This design comes from an exercise in tuning for small area on the open sky130 flow, not from production work. In this exercise RTL edits were held to simulation tests only and were not proved equivalent to the original.

Setup of before:
Design synapse, start of the top module:
module synapse #(
    parameter DW = 16, T_DW = 4
)(
    input wire clk,
    input wire rst,
    input wire en,
    input wire [DW - 1 : 0] weights_w,
    input wire write_enable,
    output reg [DW - 1 : 0] weights_r,
    input wire read_enable,
    input wire [7:0] pre_spiking,
    output reg signed [DW - 1 : 0] spking_value,
    output reg post_en,
    input wire update_en,
    input wire signed [DW - 1 : 0] learning_rate
    );
    localparam IDLE = 2'b00, FORWARD = 2'b01, COMPUTE = 2'b10, UPDATE = 2'b11;
    reg [1:0] fsm_state;
    reg compute_finish, delay_for_mul1, delay_for_mul2;
    reg cordic_temp, cordic_init;
    reg [3:0] pre_trace, pre_trace_temp;
    reg [15:0] weights;
    wire in_compute = (fsm_state == COMPUTE);
    wire in_update  = (fsm_state == UPDATE);
    wire spike = |pre_spiking;
    always @(posedge clk)
        if (rst) fsm_state <= IDLE;
        else if (en) case (fsm_state)
            IDLE:    fsm_state <= FORWARD;
            FORWARD: if (update_en) fsm_state <= COMPUTE;
            COMPUTE: if (compute_finish) fsm_state <= UPDATE;
            default: fsm_state <= FORWARD;
        endcase
    always @(posedge clk)
        if (rst) pre_trace <= 0;
        else if (en & spike) pre_trace <= pre_trace + 1'b1;
    always @(posedge clk)
        if (rst) pre_trace_temp <= 0;
        else if (en & update_en) pre_trace_temp <= pre_trace;
    always @(posedge clk)
        if (rst) begin
            spking_value <= 0;
            post_en <= 0;
        end else if (en) begin
            if (spike) spking_value <= weights;
            post_en <= spike;
        end
    always @(posedge clk)
        if (rst) cordic_temp <= 1'b0;
        else cordic_temp <= ~in_compute;
    always @(posedge clk)
        if (rst) cordic_init <= 1'b0;
        else if (in_compute) cordic_init <= cordic_temp;
    wire load = cordic_init | ~in_compute;
    reg [4:0] iteration;
    reg repeat_3, repeat_12, done;
    always @(posedge clk)
        if (load) begin
            iteration <= 0; repeat_3 <= 0; repeat_12 <= 0;
        end else if (!repeat_3 && iteration == 3) begin
            repeat_3 <= 1;
        end else if (!repeat_12 && iteration == 12) begin
            repeat_12 <= 1;
        end else begin
            iteration <= iteration + 1'b1; repeat_3 <= 0; repeat_12 <= 0;
  ...
Size: ~1700 cells after synthesis, ~180 flip-flops, roughly 79 I/O pins, about 18000 sq um of cells after synthesis.
export LEC_CHECK = 0
export CAP_MARGIN = 20
export CORE_MARGIN = 2
export CORE_UTILIZATION = 80
export SLEW_MARGIN = 20
export SYNTH_HIERARCHICAL = 1
export SYNTH_MINIMUM_KEEP_SIZE = 0
create_clock -name core_clock -period 14.0 [get_ports {clk}]
standard.sh (not shown) runs the stock make flow with config.mk's settings and CLKGATE_MAP_FILE= SYNTH_SCRIPT=/design/flow/synth_recipe.tcl, a recipe that flattens the netlist after the stock synthesis.
==> flow/flow/run.sh <==
#!/bin/bash
# The standard layout, with the port buffers made from the smallest
# buffer cell instead of the default one.
set -euo pipefail
bash standard.sh "BUFFER_PORTS_ARGS=-buffer_cell sky130_fd_sc_hd__buf_1" finish > standard.log 2>&1
## Diff of input files: after against before
Settings: changing CORE_UTILIZATION from 80 to 65; setting CTS_CLUSTER_DIAMETER to 150 for the first time; setting CTS_CLUSTER_SIZE to 40 for the first time; setting GPL_TIMING_DRIVEN to 0 for the first time.
--- outcome ---
- On wire length of the first global-routing pass, the higher figure sits with after, not before.
- [compare] base=before new=after: full die area now sits higher, setup slack now sits higher, number of antenna violations at the first check in global routing now sits higher, required arrival time at the worst endpoint now sits at about the same level, count of clock buffers in the final design now sits higher.
- Relative to before, the half-perimeter wire length after detailed placement of after is higher by 6800 um.

synapse, a different RTL version from the one above (not shown whole).
For scale: ~1700 cells after synthesis, ~180 flip-flops, roughly 79 I/O pins, about 18000 um^2 of cells after synthesis.
==> flow/config.mk <==
export PLATFORM = sky130hd
export DESIGN_NAME = synapse
export DESIGN_NICKNAME = synapse
export VERILOG_FILES = /design/flow/design.v
export SDC_FILE = /design/flow/constraint.sdc
export NUM_CORES = 4
export LEC_CHECK = 0
export CAP_MARGIN = 0
export CORE_MARGIN = 2
export CORE_UTILIZATION = 65
export SLEW_MARGIN = 0
export SYNTH_HIERARCHICAL = 1
export SYNTH_MINIMUM_KEEP_SIZE = 0
==> flow/constraint.sdc <==
create_clock -name core_clock -period 14.0 [get_ports {clk}]
set_input_delay 2.8000 -clock core_clock [delete_from_list [all_inputs] [get_ports {clk}]]
set_output_delay 2.8000 -clock core_clock [all_outputs]
set_load 0.01 [all_outputs]
Scripts as last shown in full above: flow/flow/run.sh
Change:
Settings changed: CAP_MARGIN 0 to 20, CORE_UTILIZATION 65 to 75, SLEW_MARGIN 0 to 20.
=>
- fmax fell slightly
- first-iteration DRC count rose by well over a third
- die area fell by roughly a tenth
- core utilization rose by 10 points
- flip-flop and latch count stays the same
- count of clock-buffer cells in the layout is unchanged
- via count rose by a few percent
- synthesized cell count is unchanged
- routed wire length rose slightly

[port drivers added, routing unchanged]
Ports are ideal in the flow. The routed layouts listed here were re-timed in OpenROAD. Step 1 assumes that a clkbuf_16 drives the clock port and a buf_2 every other input. Step 2 moves the port delays by t, midway between the first and last clock arrival at a register: inputs arrive t later, outputs are due t later. That takes back most of the time a late clock gives input paths. Three values: ideal ports, drivers, drivers and shift; two values: the first two.
run | shift t [ns] | setup WS [ns] | hold slack, ns | worst setup path at the end
before | 0.500 | 0.190 / 0.190 / 0.190 | 0.485 / 0.485 / 0.485 | register to register
after | 0.504 | 0.347 / 0.347 / 0.347 | 0.462 / 0.462 / 0.462 | register to register
the first run of note 2 | 0.514 | 0.509 / 0.509 / 0.509 | 0.474 / 0.474 / 0.474 | register to register
the second run of note 2 | 0.498 | 0.387 / 0.387 / 0.387 | 0.476 / 0.476 / 0.476 | register to register
After both steps setup and hold are still met in every run listed.
